Context: an optimization exercise on an open-source flow, tuned for small area and a short achievable clock period. The choices shown serve that exercise and are no tape-out recipe.
In this exercise RTL edits were held to simulation tests only and were not proved equivalent to the original.
No activity file was given, so power comes from the tool's default toggle rates.

**flow/run.sh**
```bash
#!/bin/bash
# synth_recipe.tcl (not shown) runs the flow's synth.tcl, then flattens the netlist and writes it again
# the make line also repeats each setting of config.mk as NAME=value (left out here)
make -C /OpenROAD-flow-scripts/flow DESIGN_CONFIG=/design/flow/config.mk WORK_HOME=/design/flow/orfs CLKGATE_MAP_FILE= SYNTH_SCRIPT=/design/flow/synth_recipe.tcl finish
```
**flow/config.mk**
```make
export PLATFORM = sky130hd
export DESIGN_NAME = cpu
export DESIGN_NICKNAME = cpu
export VERILOG_FILES = /design/flow/design.v
export SDC_FILE = /design/flow/constraint.sdc
export NUM_CORES = 4
export LEC_CHECK = 0
export CAP_MARGIN = 20
export CORE_MARGIN = 2
export CORE_UTILIZATION = 50
export CTS_CLUSTER_DIAMETER = 80
export CTS_CLUSTER_SIZE = 25
export SETUP_SLACK_MARGIN = 2.3
export SLEW_MARGIN = 20
export SYNTH_HIERARCHICAL = 1
export SYNTH_MINIMUM_KEEP_SIZE = 0
```
**flow/constraint.sdc**
```tcl
create_clock -name core_clock -period 5.0 [get_ports {clk}]
set_input_delay 1.0000 -clock core_clock [delete_from_list [all_inputs] [get_ports {clk}]]
set_output_delay 1.0000 -clock core_clock [all_outputs]
set_load 0.01 [all_outputs]
```
**flow/design.v**
```verilog
`timescale 1ns / 1ps
module cm_a22oi(input a1, a2, b1, b2, output y);
    assign y = ~((a1 & a2) | (b1 & b2));
endmodule
module cm_a222oi(input a1, a2, b1, b2, c1, c2, output y);
    assign y = ~((a1 & a2) | (b1 & b2) | (c1 & c2));
endmodule
module cm_nand4(input a, b, c, d, output y);
    assign y = ~(a & b & c & d);
endmodule
module cm_nand3(input a, b, c, output y);
    assign y = ~(a & b & c);
endmodule
module cm_nor3(input a, b, c, output y);
    assign y = ~(a | b | c);
endmodule
module cm_xor2(input a, b, output y);
    assign y = a ^ b;
endmodule
module cm_nand2(input a, b, output y);
    assign y = ~(a & b);
endmodule
module cm_nor2(input a, b, output y);
    assign y = ~(a | b);
endmodule
module cm_mux2i(input a0, a1, s, output y);
    assign y = ~(s ? a1 : a0);
endmodule
module cm_inv(input a, output y);
    assign y = ~a;
endmodule
module cm_a21oi(input a1, a2, b1, output y);
    assign y = ~((a1 & a2) | b1);
endmodule
module cm_o21ai(input a1, a2, b1, output y);
    assign y = ~((a1 | a2) & b1);
endmodule
`timescale 1ns / 1ps
module ks_carry(input [31:0] gn, input [31:0] tn, input cin, output [31:0] c);
    wire [31:0] g0, t0;      
    wire [31:0] g1, t1;      
    wire [31:0] g2, t2;      
    wire [31:0] g3, t3;      
    wire [31:0] g4, t4;      
    wire [31:0] g5;          
    assign g0 = {gn[30:0], ~cin};
    assign t0 = {tn[30:0], 1'b1};
    genvar i;
    generate for (i = 0; i < 32; i = i + 1) begin : g_ks
        if (i >= 1) begin : l1
            cm_o21ai ug(.a1(t0[i]), .a2(g0[i-1]), .b1(g0[i]), .y(g1[i]));
            cm_nor2  ut(.a(t0[i]), .b(t0[i-1]), .y(t1[i]));
        end else begin : k1
            cm_inv   ug(.a(g0[i]), .y(g1[i]));
            assign t1[i] = 1'b0;
        end
        if (i >= 2) begin : l2
            cm_a21oi ug(.a1(t1[i]), .a2(g1[i-2]), .b1(g1[i]), .y(g2[i]));
            cm_nand2 ut(.a(t1[i]), .b(t1[i-2]), .y(t2[i]));
        end else begin : k2
            cm_inv   ug(.a(g1[i]), .y(g2[i]));
            assign t2[i] = 1'b1;
        end
        if (i >= 4) begin : l3
            cm_o21ai ug(.a1(t2[i]), .a2(g2[i-4]), .b1(g2[i]), .y(g3[i]));
            cm_nor2  ut(.a(t2[i]), .b(t2[i-4]), .y(t3[i]));
        end else begin : k3
            cm_inv   ug(.a(g2[i]), .y(g3[i]));
            assign t3[i] = 1'b0;
        end
        if (i >= 8) begin : l4
            cm_a21oi ug(.a1(t3[i]), .a2(g3[i-8]), .b1(g3[i]), .y(g4[i]));
            cm_nand2 ut(.a(t3[i]), .b(t3[i-8]), .y(t4[i]));
        end else begin : k4
            cm_inv   ug(.a(g3[i]), .y(g4[i]));
            assign t4[i] = 1'b1;
        end
        if (i >= 16) begin : l5
            cm_o21ai ug(.a1(t4[i]), .a2(g4[i-16]), .b1(g4[i]), .y(g5[i]));
        end else begin : k5
            cm_inv   ug(.a(g4[i]), .y(g5[i]));
        end
    end endgenerate
    assign c = g5;
endmodule
`timescale 1ns / 1ps
module rf_or33(input [32:0] s, input [32:0] d, output [2:0] o);
    wire [10:0] l1;
    genvar i;
    generate for (i = 0; i < 11; i = i + 1) begin : g_l1
        cm_a222oi u(.a1(s[3*i]), .a2(d[3*i]), .b1(s[3*i+1]), .b2(d[3*i+1]),
                    .c1(s[3*i+2]), .c2(d[3*i+2]), .y(l1[i]));
    end endgenerate
    cm_nand4 u_o0(.a(l1[0]), .b(l1[1]), .c(l1[2]),  .d(l1[3]), .y(o[0]));
    cm_nand4 u_o1(.a(l1[4]), .b(l1[5]), .c(l1[6]),  .d(l1[7]), .y(o[1]));
    cm_nand3 u_o2(.a(l1[8]), .b(l1[9]), .c(l1[10]),            .y(o[2]));
endmodule
module rf_or32(input [31:0] s, input [31:0] d, output [2:0] o);
    wire [10:0] l1;
    genvar i;
    generate for (i = 0; i < 10; i = i + 1) begin : g_l1
        cm_a222oi u(.a1(s[3*i]), .a2(d[3*i]), .b1(s[3*i+1]), .b2(d[3*i+1]),
                    .c1(s[3*i+2]), .c2(d[3*i+2]), .y(l1[i]));
    end endgenerate
    cm_a22oi u_l1x(.a1(s[30]), .a2(d[30]), .b1(s[31]), .b2(d[31]), .y(l1[10]));
    cm_nand4 u_o0(.a(l1[0]), .b(l1[1]), .c(l1[2]),  .d(l1[3]), .y(o[0]));
    cm_nand4 u_o1(.a(l1[4]), .b(l1[5]), .c(l1[6]),  .d(l1[7]), .y(o[1]));
    cm_nand3 u_o2(.a(l1[8]), .b(l1[9]), .c(l1[10]),            .y(o[2]));
endmodule
`timescale 1ns / 1ps
module cpu(
    input rst_n, clk,
    input [31:0] imem_insn,
    output [31:0] imem_addr,
    output [31:0] trace_instruction, trace_rd_value,
    output [11:0] trace_imm,
    output [4:0] trace_rd, trace_rs1, trace_rs2
);
    reg [31:2] pc;
    always @(posedge clk) begin
        if (!rst_n) pc <= 30'd0;
        else pc <= pc + 30'd1;
    end
    assign imem_addr = {pc, 2'b00};
    reg [31:0] ir;
    always @(posedge clk) ir <= imem_insn;
    assign trace_instruction = ir;
    assign trace_imm = ir[31:20];
    reg [31:0] a_q, b_q;         
    reg [4:0]  sh_q;             
    reg        we_e;             
    reg [4:0]  rd_e;
    reg        sub_q, sra_q;
    reg [7:0]  sel_q;            
    reg [31:0] res_q;            
    reg        we_r;
    reg [4:0]  rd_r;
    reg [31:0] rd_value_t;       
    reg [4:0]  rd_t, rs1_t, rs2_t;
    wire [31:0] alu_res;
    wire [4:0] rs1 = ir[19:15];
    wire [4:0] rs2 = ir[24:20];
    wire [4:0] rd  = ir[11:7];
    wire [2:0] f3  = ir[14:12];
    wire is_imm = (ir[6:0] == 7'b0010011);
    wire is_reg = (ir[6:0] == 7'b0110011);
    wire alt    = |ir[31:25];
    wire we_d   = (is_imm | is_reg) & (rd != 5'd0);
    wire [4:0] nrs1 = imem_insn[19:15];
    wire [4:0] nrs2 = imem_insn[24:20];
    wire nis_imm = (imem_insn[6:0] == 7'b0010011);
    wire fe1_n = we_d && (rd == nrs1);
    wire fr1_n = we_e && (rd_e == nrs1);
    wire fe2_n = we_d && (rd == nrs2) && !nis_imm;
    wire fr2_n = we_e && (rd_e == nrs2) && !nis_imm;
    reg  [31:1] dec1, dec2;
    reg  fe1, fe2, fr1, fr2, imm_q;
    always @(posedge clk) begin
        dec1  <= (fe1_n | fr1_n) ? 31'd0 : (32'd1 << nrs1 >> 1);
        dec2  <= (fe2_n | fr2_n | nis_imm) ? 31'd0 : (32'd1 << nrs2 >> 1);
        fe1   <= fe1_n;
        fe2   <= fe2_n;
        fr1   <= fr1_n & !fe1_n;
        fr2   <= fr2_n & !fe2_n;
        imm_q <= nis_imm;
    end
    reg [31:0] regs [1:31];
    wire [31:0] imm = {{20{ir[31]}}, ir[31:20]};
    wire [31:0] a_old_n, b_old_n;    
    genvar gi;
    generate for (gi = 0; gi < 32; gi = gi + 1) begin : g_rd
        wire [31:0] col;
        wire [2:0]  na, nb;
        assign col[0] = res_q[gi];
        genvar r;
        for (r = 1; r < 32; r = r + 1) begin : g_col
            assign col[r] = regs[r][gi];
        end
        rf_or32 u_a(.s({dec1, fr1}), .d(col), .o(na));
        rf_or33 u_b(.s({imm_q, dec2, fr2}), .d({imm[gi], col}), .o(nb));
        cm_nor3 u_an(.a(na[0]), .b(na[1]), .c(na[2]), .y(a_old_n[gi]));
        cm_nor3 u_bn(.a(nb[0]), .b(nb[1]), .c(nb[2]), .y(b_old_n[gi]));
    end endgenerate
    wire sub_d = (is_reg && f3 == 3'b000 && alt) || f3 == 3'b010 || f3 == 3'b011;
    always @(posedge clk) begin
        we_e  <= we_d;
        rd_e  <= rd;
        sub_q <= sub_d;
        sra_q <= alt;
        sel_q <= 8'd1 << f3;
        rs1_t <= rs1;
        rs2_t <= rs2;
    end
    wire [31:0] a  = a_q;
    wire [31:0] bx = b_q;        
    wire [31:0] c;
    wire [31:0] gn, tn;
    generate for (gi = 0; gi < 32; gi = gi + 1) begin : g_gt
        cm_nand2 u_g(.a(a[gi]), .b(bx[gi]), .y(gn[gi]));
        cm_nor2  u_t(.a(a[gi]), .b(bx[gi]), .y(tn[gi]));
    end endgenerate
    ks_carry u_ks(.gn(gn), .tn(tn), .cin(sub_q), .c(c));
    wire c32 = (a[31] & bx[31]) | ((a[31] | bx[31]) & c[31]);
    wire [31:0] p = a ^ bx;
    wire ltu = ~c32;
    wire lts = p[31] ? ~c[31] : a[31];
    wire        left = sel_q[1];
    wire        fill = sra_q & ~left & a[31];
    wire [31:0] x0, y0, y1, y2, y3, shv, shl;    
    generate for (gi = 0; gi < 32; gi = gi + 1) begin : g_sh
        cm_mux2i u_r(.a0(a[gi]), .a1(a[31-gi]), .s(left), .y(x0[gi]));
    end endgenerate
    wire [32:0] x0e = {~fill, x0};
    wire [33:0] y0e = {{2{fill}}, y0};
    wire [35:0] y1e = {{4{~fill}}, y1};
    wire [39:0] y2e = {{8{fill}}, y2};
    wire [47:0] y3e = {{16{~fill}}, y3};
    generate for (gi = 0; gi < 32; gi = gi + 1) begin : g_shl
        cm_mux2i u_0(.a0(x0e[gi]), .a1(x0e[gi+1]),  .s(sh_q[0]), .y(y0[gi]));
        cm_mux2i u_1(.a0(y0e[gi]), .a1(y0e[gi+2]),  .s(sh_q[1]), .y(y1[gi]));
        cm_mux2i u_2(.a0(y1e[gi]), .a1(y1e[gi+4]),  .s(sh_q[2]), .y(y2[gi]));
        cm_mux2i u_3(.a0(y2e[gi]), .a1(y2e[gi+8]),  .s(sh_q[3]), .y(y3[gi]));
        cm_mux2i u_4(.a0(y3e[gi]), .a1(y3e[gi+16]), .s(sh_q[4]), .y(shv[gi]));
        assign shl[gi] = shv[31-gi];
    end endgenerate
    wire [31:0] lg = ({32{sel_q[4]}} & (a ^ bx)) | ({32{sel_q[6]}} & (a | bx))
                   | ({32{sel_q[7]}} & (a & bx));
    wire [31:0] e0 = lg | ({32{sel_q[0]}} &  p);
    wire [31:0] e1 = lg | ({32{sel_q[0]}} & ~p);
    wire [31:0] m_n, s_n, res, fa_n, fb_n, a_d, bt;
    generate for (gi = 0; gi < 32; gi = gi + 1) begin : g_tail
        cm_mux2i u_m(.a0(e0[gi]), .a1(e1[gi]), .s(c[gi]), .y(m_n[gi]));
        cm_a22oi u_s(.a1(sel_q[5]), .a2(shv[gi]), .b1(sel_q[1]), .b2(shl[gi]), .y(s_n[gi]));
        if (gi == 0) begin : b0
            assign res[gi] = ~(m_n[gi] & s_n[gi]) | (sel_q[2] & lts) | (sel_q[3] & ltu);
        end else begin : bn
            cm_nand2 u_r(.a(m_n[gi]), .b(s_n[gi]), .y(res[gi]));
        end
        cm_nand2 u_fa(.a(fe1), .b(res[gi]), .y(fa_n[gi]));
        cm_nand2 u_fb(.a(fe2), .b(res[gi]), .y(fb_n[gi]));
        cm_nand2 u_a(.a(a_old_n[gi]), .b(fa_n[gi]), .y(a_d[gi]));
        cm_nand2 u_b(.a(b_old_n[gi]), .b(fb_n[gi]), .y(bt[gi]));
    end endgenerate
    assign alu_res = res;
    wire [31:0] b_d = bt ^ {32{sub_d}};
    wire [4:0] sh = bt[4:0];
    always @(posedge clk) begin
        a_q <= a_d;
        b_q <= b_d;
        sh_q <= sh;
    end
    always @(posedge clk) begin
        res_q <= alu_res;
        rd_r  <= rd_e;
        we_r  <= we_e;
    end
    always @(posedge clk) begin
        if (we_r) regs[rd_r] <= res_q;
        rd_t       <= rd_r;
        rd_value_t <= res_q;
    end
    assign trace_rd_value = rd_value_t;
    assign trace_rd  = rd_t;
    assign trace_rs1 = rs1_t;
    assign trace_rs2 = rs2_t;
endmodule
```
==> notes.md <==
-- path summary, 6_finish.rpt --
check / slack, ns / to
setup / recovery: 2.08 / b_q[11]
hold / removal: 0.37 / rs1_t[1]
setup reg to reg: 2.08 / b_q[11]
hold reg to reg: 0.37 / rs1_t[1]
-- layout by cell type (no fill, tap or decap), drive strengths merged, types with 15 or more instances in the layout --
| master | count |
|---|---|
| a21oi | 69 |
| inv | 122 |
| edfxtp | 992 |
| nor3 | 70 |
| nand4 | 152 |
| nor4 | 70 |
| nand3 | 78 |
| a222oi | 687 |
| ha | 65 |
| buf | 193 |
| a22oi | 64 |
| o2111ai | 17 |
| mux2i | 227 |
| clkbuf | 103 |
| nand2b | 22 |
| xnor2 | 50 |
| o21ai | 96 |
| clkdlybuf4s50 | 116 |
| dfxtp | 299 |
| nor2 | 138 |
| dlygate4sd2 | 30 |
| nand2 | 374 |
| or4 | 15 |
-- worst max-delay path: cells and delay by family (launching register included) --
kind,cells,cell delay [ns]
flip-flops,1,0.32
buffers and inverters,1,0.33
XOR/XNOR,1,0.17
AND/OR/NAND/NOR,3,1.44
AO/OA/AOI/OAI,1,0.48
-- sequential cells by signal (all words and copies together), names as in the netlist, 31 cells and up --
register,cells
rd_value_t,32
res_q,32
b_q,32
ir,32
dec2,31
a_q,32
dec1,31
regs,992
-- repair_timing --
| action | 4_1_cts | 5_1_grt |
|---|---|---|
| endpoints found under the setup margin | 371 | 117 |
| gates cloned | 3 | 2 |
| gates resized for setup | 127 | 84 |
| setup buffers | 23 | 22 |
| pin swaps | 14 | 26 |
-- routing by layer --
| metal | routed length [um] | share of wire (%) | vias up |
|---|---|---|---|
| li1 | - | - | 17000 |
| met5 | 23 | 0.011 | - |
| met4 | 14600 | 7.1 | 4 |
| met1 | 73300 | 35 | 20100 |
| met2 | 90800 | 44 | 3208 |
| met3 | 27800 | 13 | 562 |
-- cell type report --
type	instances	share of cell area [%]
multi-input cells	2270	29.7
inverters	119	0.733
repair buffers	348	5.14
clock buffers	102	2.74
well taps	1403	2.86
flip-flops and latches	1291	58.6
clock inverters	12	0.231
diodes	1	0.00408
-- power by group --
group	leakage, nW	switching [mW]	total (mW)	internal (mW)
Clock	0.868	3.45	5.82	2.38
Combinational	7.95	3.22	4.69	1.47
Sequential	11.5	0.743	13.6	12.8
==> notes.md <==
- Setup violators final: 0
- Final Core Density: 57.2%
- Syn Inst Count: 3746
- Final worst path period need: 2.92 ns
- Relative slew slack: 20.5%
- DR vias/cell: 7.36
- Starting DRT DRC Count: 8514
- Routed length per instance: 37.2 um
- Power, Total: 24.1 mW
- Avg Synthesized Cell Area: 14.5 um^2
- Met2 Track Usage GR: 54.7%
- RSZ-0062 raised after global routing: true
- Layout cell share with drive strength beyond 1: 16.0%
- Crit path required time: 5.56 ns
- DP Worst Slack: 1.64 ns
- Worst VDD drop: 0.268 mV
- Register-to-Register Path Depth: 6
- CTS tree: built
- Port bufs: 154
- Class of the worst hold path: flop to flop
- CP Capture Type: flop
- Worst Hold Depth: 0
- Antenna viol nets, final: 0
- CTS Hold Bufs: 0
- GRT Overall Usage: 36.0%
- CP max stage delay: 0.86 ns
- DPL Wire Length: 127000 um
- Hold wc startpoint: ir[16]
- Reg clk slew, reported paths: 0.10 ns
- Fillcell total: 8709
- Max_cap viols: 0
- Max Root-Sink Buffers: 3
- Seq. cell area: 0.0359 mm^2
- Core outline area: 0.107 mm^2
- Pin count of the biggest net entering global routing: 35
- Mapped Area: 0.0542 mm^2
- Kind of critical path: flop to flop
- F_max: 0.343 GHz
- Finished Cell Area: 0.0613 mm^2
- # nets final: 4189
- Num ports: 157
- Vias post-DR: 40800
- GRT Residual Overflow: 0
- Worst-Skew Late Latency: 0.74 ns
- Top Usage Layer GRT: met2
- WP data arrival: 3.47 ns
- Power per cell area: 393 mW/mm^2
- Worst r2r src: dec2[21]
- Post-DP Area: 0.0585 mm^2
- DP Cell Count: 5381
- Crit path launch: dec2[21]
- Area of the multi-input gates: 0.0182 mm^2
- Die Ht: 333 um
- CP Max Fanout: 32
- Yosys warns: 7
- Met1 Resource Use GR: 47.3%
- First-pass GRT wire length: 285000 um
- Final setup margin: 2.08 ns
- TNS Setup: 0 ns
- # DRC: 0
- Worst-margin pin slew: 1.19 ns
- Critical-path cell list: buf_4, a222oi_1, nand4_1, nor3_2, nand2_1, xnor2_1
- CTS H-Tree Depth: 2
- Status: no timing/DRC/antenna violations
- CTS sink count: 1291
- Final period util: 58.4%
- CP startpoint kind: flop
- Core Rows: 120
- Worst path slowest cell: nor3_2
- Final Hold Viols: 0
- Grt met3 use: 8.49%
- Starting Density: 50.5%
- Final hold slack: 0.365 ns
- Finished Layout Cells: 5546
- Antenna violations before repair: 7
- LEAKAGE: 20.3 nW
- Final Skew: 0.0594 ns
- CTS Buf Count: 60
- Root buf cell: clkbuf_16
- Synthesis-to-layout area growth: 13.2%
- Slew Limit Fails: 0
- Die area: 0.111 mm^2
- Routability-driven placement congestion ratio: 0.977
- Vias in the first global route: 38800
- DR pass1 iterations: 15
- Drt total wl: 207000 um
- Die width: 333 um

## static timing again, ports no longer ideal
In the flow no input, the clock included, has a driving cell. The finished layout below was timed again as built, in two steps.
Step 1 assumes that a clkbuf_16 drives the clock port and a buf_2 every other input.
Step 2 times the ports against the registers' clock, not the clock port: input delays grow and output delays shrink by t, the midpoint of the rising clock arrivals with the driver on.
Slacks: no drivers / after step 1 / after step 2; pairs: no drivers / after step 1.
t (ns): 0.793
setup slack, ns: 2.081 / 2.081 / 1.790
worst data-port slew with drivers (ns): 0.05
cell pins on the clock port's net: 1
After both steps setup and hold are still met in this run. The setup slack of this run moves by 0.000 ns with the drivers and by -0.291 ns with both steps.
